Background: an optimization exercise with open tools, aiming at small area and a short achievable clock period. Do not read the settings as production practice. Function was checked by simulation only, so behaviour that the tests miss may differ from the original. Power figures rest on the tool's default switching activity, not on a simulated workload.

## flow/design.v (module list and top-level ports; edited modules follow where they fit)
// module flp32_mac_5stg: 5077 lines
// module fa1: 6 lines
module flp32_mac_5stg(
	clk,
	nrst,
	i_a,
	i_b,
	i_c,
	i_valid,
	o_p,
	o_sign,
	o_zero,
	o_nan,
	o_inf,
	o_valid
);
  // ...
==> flow/run.sh <==
#!/bin/bash
# synth_recipe.tcl (not shown) runs the flow's synth.tcl, then flattens the netlist and writes it again
# the make line also repeats each setting of config.mk as NAME=value (left out here)
make -C /OpenROAD-flow-scripts/flow DESIGN_CONFIG=/design/flow/config.mk WORK_HOME=/design/flow/orfs CLKGATE_MAP_FILE= SYNTH_SCRIPT=/design/flow/synth_recipe.tcl finish
==> flow/config.mk <==
export PLATFORM = sky130hd
export DESIGN_NAME = flp32_mac_5stg
export DESIGN_NICKNAME = flp32_mac_5stg
export VERILOG_FILES = /design/flow/design.v
export SDC_FILE = /design/flow/constraint.sdc
export NUM_CORES = 4
export LEC_CHECK = 0
export CAP_MARGIN = 20
export CORE_MARGIN = 2
export CORE_UTILIZATION = 40
export SLEW_MARGIN = 35
export SYNTH_HIERARCHICAL = 1
export SYNTH_MINIMUM_KEEP_SIZE = 0
==> flow/constraint.sdc <==
create_clock -name core_clock -period 14.0 [get_ports {clk}]
set_input_delay 2.8000 -clock core_clock [delete_from_list [all_inputs] [get_ports {clk}]]
set_output_delay 2.8000 -clock core_clock [all_outputs]
set_load 0.01 [all_outputs]
==> reports/results.tsv, run 1 <==
metric	value	unit
non-filler cells in the finished layout	6020	
worst reg2reg startpoint	r0_1[3]$_DFF_P_	
top cells by area, synth	sky130_fd_sc_hd__dfxtp_1 29%, sky130_fd_sc_hd__fa_1 23%, sky130_fd_sc_hd__ha_1 9.0%	
layout sequential cell count	636	
placed instance area	0.0464	mm2
biggest area consumer among cell classes	multi-input gates	
clk cell area share	5.56	%
net switching fraction of the power	44.4	%
number of iterations in the first detailed-routing pass	7	
top-area cell type share of the netlist area	28.9	%
Worst Hold Depth	0	
Largest register FFs	49	
largest delay contributor family on the critical path	buffers and inverters	
outcome	finished clean	
depth of the CTS H-tree	3	
well tap count	1414	
area fraction in compound gates after synthesis	10.6	%
Reg power frac	25.8	%
Sequential cell area	0.0128	mm2
net total in the final layout	5452	
clock sink total	636	
GRT overflow	0	
most common library cell in the layout ignoring fill and taps	sky130_fd_sc_hd__nand2_1	
dominant power group	combinational cells	
final non-filler cell area	0.0492	mm2
number of flops mapped to enable cells by yosys	0	
number of buffers inserted during clock tree synthesis	74	
clock network power consumption	2.09	mW
number of hold violations in the final report	0	
GR met3 Demand/Resource	3.80	%
final critical-path required period	4.32	ns
number of max-slew violations in the final report	0	
net switching power	5.39	mW
filler instances	10300	
top post-synthesis cells by count	718 x sky130_fd_sc_hd__nand2_1, 629 x sky130_fd_sc_hd__dfxtp_1, 493 x sky130_fd_sc_hd__fa_1, 411 x sky130_fd_sc_hd__inv_1, 314 x sky130_fd_sc_hd__ha_1	
max-capacitance violation count	0	
Post-Route Skew	0.0498	ns
largest family of logic cells by synthesized area	adder cells	
post-placement cell count	5884	
tightest slew margin relative to the limit	38.3	%
==> inputs of run 2 (changes only) <==
--- a/flow/design.v
+++ b/flow/design.v
@@ -3929,39 +3929,36 @@
 wire [47:0] v8 = sh2[3] ? { 8'd0, v16[47:8] } : v16;
 wire [47:0] v4 = sh2[2] ? { 4'd0, v8[47:4] } : v8;
 wire [47:0] v2 = sh2[1] ? { 2'd0, v4[47:2] } : v4;
 wire [47:0] v1 = sh2[0] ? { 1'd0, v2[47:1] } : v2;
 wire [47:0] shj = { v1[47:1], jam2 };
 wire [25:0] cmp0 = { 1'b0, p2r[47:23] } + { 1'b1, ~sga2 } + { 25'd0, |p2r[22:0] };
 wire [25:0] cmp1 = { 2'b00, p2r[47:24] } + { 1'b1, ~sga2 } + { 25'd0, |p2r[23:0] };
 wire gt = gone2 | (near2 & (sh2[0] ? cmp1[25] : cmp0[25]));
-wire [47:0] ap = shj ^ oth2;
-wire [47:0] ag = shj & oth2;
-wire addz = ~|(shj | oth2);	 
-reg [47:0] ap3, ag3;
+reg [47:0] u3, w3;
 reg [7:0] ae_exp3;
-reg gt3, addz3, exneg3, sna3, eff3, f_inf3, f_sn3, f_zz3, f_nan3;
+reg gt3, exneg3, sna3, eff3, f_inf3, f_sn3, f_zz3, f_nan3;
 always @(posedge clk)
 begin
-	ap3 <= ap;
-	ag3 <= ag;
+	u3 <= shj;
+	w3 <= oth2;
 	gt3 <= gt;
-	addz3 <= addz;
 	ae_exp3 <= ae_exp2;
 	exneg3 <= exneg2;
 	sna3 <= sna2;
 	eff3 <= eff2;
 	f_inf3 <= f_inf2;
 	f_sn3 <= f_sn2;
 	f_zz3 <= f_zz2;
 	f_nan3 <= f_nan2;
 end
-wire [48:0] bp = { eff3, ap3 };
-wire [48:0] bg = { 1'b0, ag3 };
+wire [48:0] bp = { eff3, u3 ^ w3 };
+wire [48:0] bg = { 1'b0, u3 & w3 };
+wire addz3 = ~|(u3 | w3);	 
 wire acin = eff3 & gt3;
 wire [48:0] as0;
 wire aco, apall;
 wire d_g1;
 wire d_p2;
 wire d_g3;
 wire d_p4;
 wire d_g5;
==> flow/config.mk (replaced) <==
export PLATFORM = sky130hd
export DESIGN_NAME = flp32_mac_5stg
export DESIGN_NICKNAME = flp32_mac_5stg
export VERILOG_FILES = /design/flow/design.v
export SDC_FILE = /design/flow/constraint.sdc
export NUM_CORES = 4
export LEC_CHECK = 0
export CAP_MARGIN = 20
export CORE_MARGIN = 2
export CORE_UTILIZATION = 40
export SLEW_MARGIN = 65
export SYNTH_HIERARCHICAL = 1
export SYNTH_MINIMUM_KEEP_SIZE = 0
==> run 2 against run 1 <==
Highest routed layer is now met4. Count of clock-buffer cells in the layout up 1. Largest power group unchanged. Cell count increased by 0.58%. Still clean on timing, DRC and antenna. Wire length is 2.7% higher.
==> reports/results.tsv, run 2 <==
metric	value	unit	change
outcome	finished clean		
net total in the final layout	5491		+0.72%
number of hold violations in the final report	0		unchanged
hold path startpoint	a_sn4$_DFF_P_		
most common library cell in the layout ignoring fill and taps	sky130_fd_sc_hd__nand2_1		
Detailed Place HPWL	96100	um	
register with the highest flop count	a_sg4		
worst reg2reg startpoint	fb0[15]$_DFF_P_		
worst min-delay path class	reg -> reg		
total number of vias	32200		
net count after synthesis	5409		
dominant cell by count in the synthesized netlist	sky130_fd_sc_hd__nand2_1		
clock latency on the worst-skew pair	0.66	ns	
worst r2r dst	r2_1[24]$_DFF_P_		
GRT overflow	0		unchanged
Worst EP required	11.20	ns	
Largest register FFs	49		unchanged
final wirelength	126000	um	
wire length of the first global-routing pass	194000	um	
depth of the CTS H-tree	3		unchanged
layout cells sized above 1	7.22	%	
startpoint-to-endpoint class of the critical path	reg -> out		
number of buffers on the longest clock path	3		
Sequential cell area	0.0128	mm2	about the same
overall track demand over capacity in global routing	22.4	%	
unrepaired setup endpoints after global routing	no		
number of flops mapped to enable cells by yosys	0		unchanged
minimum setup slack among reg-to-reg paths	9.79	ns	
Mapped Area	0.0437	mm2	
total DRC errors in the routed layout	0		
final-layout setup total negative slack	0	ns	
maximum net fanout on the critical path	2		
clock tree root driver cell	sky130_fd_sc_hd__clkbuf_16		
hold_ws	0.325	ns	
prevailing post-synth register cell	sky130_fd_sc_hd__dfxtp_1		
top-area cell type share of the netlist area	28.8	%	-0.11 points
clock sink total	635		-0.16%
number of register bits inferred by synthesis	635		
number of setup buffers added after CTS	0		
peak supply drop	0.000148	V	
Multi-input gate area	0.0287	mm2	
category of the worst setup path capture point	output port		
row count	121		
smallest setup slack after layout	9.69	ns	
die area	0.112	mm2	
post-placement cell count	5923		+0.66%
top post-synthesis cells by count	720 x sky130_fd_sc_hd__nand2_1, 628 x sky130_fd_sc_hd__dfxtp_1, 494 x sky130_fd_sc_hd__fa_1, 441 x sky130_fd_sc_hd__inv_1, 313 x sky130_fd_sc_hd__ha_1		
count of cells along the worst register-to-register path	11		
number of max-slew violations in the final report	0		unchanged
Slowest cell on crit path	sky130_fd_sc_hd__clkdlybuf4s50_1		
Post-Route Skew	0.0216	ns	-0.0282 ns
TritonCTS clock tree	built		
post-place setup slack	9.15	ns	
pin count of the biggest net entering global routing	73		
number of buffers inserted during clock tree synthesis	71		-4.1%
number of global-route vias before repair	33400		
Die X	334	um	
final count of negative-setup-slack endpoints	0		
CP max stage delay	0.53	ns	
Mean Syn Cell Area	9.70	um2	
number of I/O pins	136		
portion of the clock cycle consumed by the worst path in the final layout	30.8	%	
launching element type of the critical path	flip-flop		
max-capacitance violation count	0		unchanged
hold-fix buffer count after cts	0		
number of different library cells in the post-synthesis netlist	81		
data arrival time of the critical path	1.51	ns	
number of antenna violations at the first check in global routing	1		
ordered cell list for the critical path	clkdlybuf4s50_1		
most used cells in the layout excluding fill and tap cells	719 x sky130_fd_sc_hd__nand2_1, 617 x sky130_fd_sc_hd__dfxtp_1, 494 x sky130_fd_sc_hd__fa_1, 440 x sky130_fd_sc_hd__inv_1, 313 x sky130_fd_sc_hd__ha_1		
vias per inst	5.31		
hold path endpoint	a_sn5$_DFF_P_		
top cells by area, synth	sky130_fd_sc_hd__dfxtp_1 29%, sky130_fd_sc_hd__fa_1 23%, sky130_fd_sc_hd__ha_1 9.0%		
filler instances	10300		-0.50%
total number of yosys warnings	7		
buffer and inverter count on the worst path	1		
Leak Pwr	20.5	nW	
routability congestion estimate from global placement	0.934		
DRC marker count from the first detailed-route iteration	2159		
# port buffers	135		
Synth area leader	sky130_fd_sc_hd__dfxtp_1		
post-route antenna net violation count	0		
number of iterations in the first detailed-routing pass	6		-1
area overhead of the layout relative to synthesis	13.5	%	
Worst Hold Depth	0		unchanged
die height	334	um	
Initial Utilization	40.2	%	
clock slew at the register clock pins of the worst setup and hold paths	0.06	ns	
final critical-path required period	4.31	ns	-0.0161 ns
detailed-route wire length per cell	20.7	um	
worst-margin pin slew	0.540	ns	
sequential share of the synthesized area	29.2	%	
largest delay contributor family on the critical path	buffers and inverters		
tightest slew margin relative to the limit	64.0	%	+26 points
Max Fclk	232	MHz	
Power Dens Cells	245	mW/mm2	
number of logic stages on the critical path including buffering	1		
non-filler cells in the finished layout	6055		+0.58%
cell count after synthesis	4503		
Resize count post-CTS	0		
area of the core region	0.109	mm2	
asr flop ratio synth	1.10	%	
[run 2: metal layers]
layer	vias up	global-route usage (%)	part of all wire, %
li1	15000	-	-
met1	15600	27.2	41
met2	1174	39.2	49
met3	336	3.57	5.6
met4	0	9.49	4.3
met5	-	0	0
[run 2: kinds of logic after synthesis]
kind of cell	Yosys count	share of synthesized area [%]
compound gates	710	10.8
mux	207	4.88
xor+xnor	271	5.43
simple gates	1209	12.4
flops	635	29.2
buf+inv	664	5.77
fa+ha+maj	807	31.6
[run 2: power breakdown]
group          leakage [nW]  switching, mW  internal, mW  total, mW
clock                  1.26          0.797          1.23       2.02
sequential             5.34          0.559          2.49       3.05
combinational          13.9           4.10          2.98       7.08
total                  20.5           5.46          6.69       12.1
[run 2: how the worst max path moves through the flow]
| stage | startpoint | to | slack, ns |
|---|---|---|---|
| 2_1_floorplan | i_b[23] | sbc0[8]$_DFF_P_ | 9.83 |
| 3_3_place_gp | i_c[23] | sbc0[8]$_DFF_P_ | 9.11 |
| 3_5_place_dp | i_c[23] | sbc0[8]$_DFF_P_ | 9.15 |
| 4_1_cts | o_zero$_DFF_P_ | o_zero | 9.65 |
| 5_1_grt | i_b[23] | sbc0[8]$_DFF_P_ | 9.58 |
| 6_report | o_p[31]$_DFF_P_ | o_sign | 9.69 |
[run 2: metrics by stage]
step           total power [mW]  area (um2)  utilization (%)
2_1_floorplan              7.79       43700                -
3_3_place_gp               9.90       46600             42.9
3_5_place_dp               10.1       46900             43.2
4_1_cts                    12.2       49500             45.6
5_1_grt                    13.1       49600             45.7
6_report                   12.1       49600             45.7
[run 2: layout make-up]
cell class / instances / area share (%)
Multi-Input combinational cell: 3204 / 57.9
Sequential cell: 635 / 25.8
Clock inverter: 33 / 1.21
Antenna cell: 2 / 0.0101
Timing Repair Buffer: 225 / 4.12
Inverter: 448 / 3.41
Clock buffer: 94 / 4.02
Tap cell: 1414 / 3.57
[run 2: modules after synthesis, one instance, submodules excluded]
module	area, um2	flops+latches	cells	times used
fa1	20.0	0	1	484
flp32_mac_5stg	34000	635	4019	1
==> inputs of run 3 (changes only) <==
==> flow/flow/run.sh (new file) <==
#!/bin/bash
export BUFFER_PORTS_ARGS="-buffer_cell sky130_fd_sc_hd__buf_2"
bash standard.sh > standard.log 2>&1
==> flow/standard.sh (new file) <==
#!/bin/bash
# synth_recipe.tcl (not shown) runs the flow's synth.tcl, then flattens the netlist and writes it again
# the make line also repeats each setting of config.mk as NAME=value (left out here)
make -C /OpenROAD-flow-scripts/flow DESIGN_CONFIG=/design/flow/config.mk WORK_HOME=/design/flow/orfs CLKGATE_MAP_FILE= SYNTH_SCRIPT=/design/flow/synth_recipe.tcl "${@:-finish}"
removed: flow/run.sh
==> run 3 against run 2 <==
Combinational power down 0.8%. Wire length decreased by 0.28%. Cell count hardly changed.
==> reports/results.tsv, run 3 <==
metric	value	unit	change
outcome	finished clean		
detailed-route wire length per cell	20.7	um	-0.33%
overall track demand over capacity in global routing	22.3	%	-0.055 points
wire length the detailed router placed on met1	51000	um	-0.40%
max-capacitance violation count	0		unchanged
layout cells sized above 1	10.4	%	+3.1 points
final wirelength	125000	um	-0.28%
portion of the clock cycle consumed by the worst path in the final layout	29.0	%	-1.7 points
number of max-slew violations in the final report	0		unchanged
Multi-input gate area	0.0288	mm2	+0.24%
peak supply drop	0.000147	V	-0.45%
minimum setup slack among reg-to-reg paths	9.93	ns	+0.14 ns
die area	0.112	mm2	unchanged
Finished Core Util	45.2	%	-0.48 points
clock latency on the worst-skew pair	0.68	ns	+0.02 ns
cell count after synthesis	4503		unchanged
Mean Syn Cell Area	9.70	um2	unchanged
clock tree root driver cell	sky130_fd_sc_hd__clkbuf_16		
hold-fix buffer count after cts	0		unchanged
pin count of the biggest net entering global routing	63		-14%
final count of negative-setup-slack endpoints	0		unchanged
Sequential cell area	0.0128	mm2	about the same
final critical-path required period	4.07	ns	-0.242 ns
tightest slew margin relative to the limit	64.4	%	+0.47 points
TritonCTS clock tree	built		
number of buffers inserted during clock tree synthesis	73		+2.8%
total number of yosys warnings	7		unchanged
GRT overflow	0		unchanged
Die X	334	um	unchanged
Largest register FFs	49		unchanged
Synth area leader	sky130_fd_sc_hd__dfxtp_1		
number of different library cells in the post-synthesis netlist	81		unchanged
number of buffers on the longest clock path	3		unchanged
sequential share of the synthesized area	29.2	%	unchanged
Power Dens Cells	247	mW/mm2	+0.96%
total number of vias	32400		+0.68%
top post-synthesis cells by count	720 x sky130_fd_sc_hd__nand2_1, 628 x sky130_fd_sc_hd__dfxtp_1, 494 x sky130_fd_sc_hd__fa_1, 441 x sky130_fd_sc_hd__inv_1, 313 x sky130_fd_sc_hd__ha_1		
Detailed Place HPWL	94800	um	-1.4%
unrepaired setup endpoints after global routing	no		
Post-Route Skew	0.0637	ns	+0.0420 ns
maximum net fanout on the critical path	18		+16
hold path startpoint	f_zz3$_DFF_P_		
number of iterations in the first detailed-routing pass	6		unchanged
DRC marker count from the first detailed-route iteration	2124		-1.6%
final-layout setup total negative slack	0	ns	unchanged
number of hold violations in the final report	0		unchanged
number of flops mapped to enable cells by yosys	0		unchanged
top cells by area, synth	sky130_fd_sc_hd__dfxtp_1 29%, sky130_fd_sc_hd__fa_1 23%, sky130_fd_sc_hd__ha_1 9.0%		
area of the core region	0.109	mm2	unchanged
row count	121		unchanged
number of register bits inferred by synthesis	635		unchanged
# port buffers	135		unchanged
number of antenna violations at the first check in global routing	1		unchanged
post-route antenna net violation count	0		unchanged
Worst Hold Depth	0		unchanged
clock slew at the register clock pins of the worst setup and hold paths	0.06	ns	about the same
net count after synthesis	5409		unchanged
worst min-delay path class	reg -> reg		
data arrival time of the critical path	4.67	ns	+3.16 ns
asr flop ratio synth	1.10	%	unchanged
dominant cell by count in the synthesized netlist	sky130_fd_sc_hd__nand2_1		
prevailing post-synth register cell	sky130_fd_sc_hd__dfxtp_1		
most common library cell in the layout ignoring fill and taps	sky130_fd_sc_hd__nand2_1		
Initial Utilization	40.2	%	unchanged
startpoint-to-endpoint class of the critical path	reg -> reg		
most used cells in the layout excluding fill and tap cells	719 x sky130_fd_sc_hd__nand2_1, 620 x sky130_fd_sc_hd__dfxtp_1, 494 x sky130_fd_sc_hd__fa_1, 440 x sky130_fd_sc_hd__inv_1, 313 x sky130_fd_sc_hd__ha_1		
total DRC errors in the routed layout	0		unchanged
antenna fix cells	0		-2
count of cells along the worst register-to-register path	11		unchanged
clock sink total	635		unchanged
post-placement cell count	5922		-0.017%
top-area cell type share of the netlist area	28.8	%	unchanged
category of the worst setup path capture point	flip-flop		
Mapped Area	0.0437	mm2	unchanged
register with the highest flop count	a_sg4		
depth of the CTS H-tree	3		unchanged
Leak Pwr	20.6	nW	+0.34%
met2 wirelength from detailed routing	60000	um	-3.2%
Resize count post-CTS	0		unchanged
filler instances	10200		-0.23%
launching element type of the critical path	flip-flop		
wire length of the first global-routing pass	194000	um	about the same
routability congestion estimate from global placement	0.934		about the same
met3 routed WL	7360	um	+4.7%
number of global-route vias before repair	33700		+0.86%
worst reg2reg startpoint	fc0[15]$_DFF_P_		
Top Metal Used	met4		
area overhead of the layout relative to synthesis	12.3	%	
net total in the final layout	5492		+0.018%
Worst EP required	14.61	ns	+3.41 ns
Max Fclk	246	MHz	+6.0%
startpoint of the most critical setup path	fc0[15]$_DFF_P_		
worst-margin pin slew	0.529	ns	-0.0109 ns
die height	334	um	unchanged
number of setup buffers added after CTS	0		unchanged
vias per inst	5.34		+0.63%
number of I/O pins	136		unchanged
non-filler cells in the finished layout	6058		+0.050%
-- run 3: cell counts after synthesis --
No cell type changed its count.
-- run 3: modules after synthesis, one instance, submodules excluded --
module	flops+latches	cells	copies in the design
flp32_mac_5stg	635	4019	1
fa1	0	1	484
-- run 3: cell type report --
class                      count  area share (%)
clock buffer                 103            4.40
clock inverter                30            1.12
inverter                     448            3.44
multi-input combinational   3204            58.7
sequential                   635            26.0
tap                         1414            3.61
timing repair buffer         224            2.75
-- run 3: layer usage --
metal  up-vias  track usage, %
li1      15100               -
met1     15700            27.1
met2      1228            37.6
met3       365            3.82
met4         0            12.1
met5         -               0
-- run 3: kinds of logic after synthesis --
group	after synthesis	share of synthesized area, %
compound gates	710	10.8
xor+xnor	271	5.43
fa+ha+maj	807	31.6
buf+inv	664	5.77
flops	635	29.2
mux	207	4.88
simple gates	1209	12.4
-- run 3: worst paths after layout --
path                                     to
setup / recovery           r2_1[24]$_DFF_P_
hold / removal                f_zz4$_DFF_P_
setup reg to reg           r2_1[24]$_DFF_P_
hold reg to reg               f_zz4$_DFF_P_
max in group asynchronous  vld[5]$_DFF_PN0_
min in group asynchronous  vld[6]$_DFF_PN0_
-- run 3: critical path, stage by stage (launching register included) --
cell                      delay (ns)
sky130_fd_sc_hd__dfxtp_1        0.51
sky130_fd_sc_hd__buf_4          0.36
sky130_fd_sc_hd__nand2_1        0.11
sky130_fd_sc_hd__fa_1           0.55
sky130_fd_sc_hd__fa_1           0.47
sky130_fd_sc_hd__fa_1           0.43
sky130_fd_sc_hd__fa_1           0.43
sky130_fd_sc_hd__fa_1           0.41
sky130_fd_sc_hd__fa_1           0.38
sky130_fd_sc_hd__inv_1          0.08
sky130_fd_sc_hd__ha_1           0.23
sky130_fd_sc_hd__inv_1          0.05
-- run 3: through the flow --
step / hold WS (ns) / setup WS, ns / total power, mW / instance area [um2]
floorplan: 0.310 / 9.83 / 7.79 / 43700
global placement: 0.310 / 9.35 / 9.83 / 45900
detailed placement: 0.312 / 9.56 / 10.0 / 46300
CTS: 0.324 / 9.96 / 12.2 / 49000
global route: 0.327 / 9.87 / 13.1 / 49100
finish: 0.324 / 9.93 / 12.1 / 49100
-- run 3: power breakdown --
part | internal (mW) | switching (mW) | total (mW)
Clock | 1.25 | 0.825 | 2.07
Sequential | 2.49 | 0.557 | 3.04
Combinational | 2.92 | 4.10 | 7.02
Total | 6.66 | 5.48 | 12.1

-- re-timing with driven ports --
How much do the figures lean on ideal ports? The routed layouts below were timed once more, with nothing changed but the port constraints. Step 1: set_driving_cell puts a clkbuf_16 on clk and a buf_2 on each other input, an assumption about the parent block. Step 2 times the ports against the registers' clock, not the clock port: input delays grow and output delays shrink by t, the midpoint of the rising clock arrivals with the driver on. Slacks: ideal ports / drivers / drivers and shift; pairs: ideal ports / drivers.
run | shift t [ns] | setup WS [ns] | worst data-port slew with drivers (ns)
run 1 | 0.713 | 9.676 / 9.608 / 9.135 | 0.04
run 2 | 0.723 | 9.692 / 9.620 / 9.100 | 0.07
run 3 | 0.716 | 9.934 / 9.934 / 9.543 | 0.05
After both steps setup and hold are still met in every run listed. The setup slack of run 2, which loses most, moves by -0.072 ns with the drivers and by -0.592 ns with both steps.
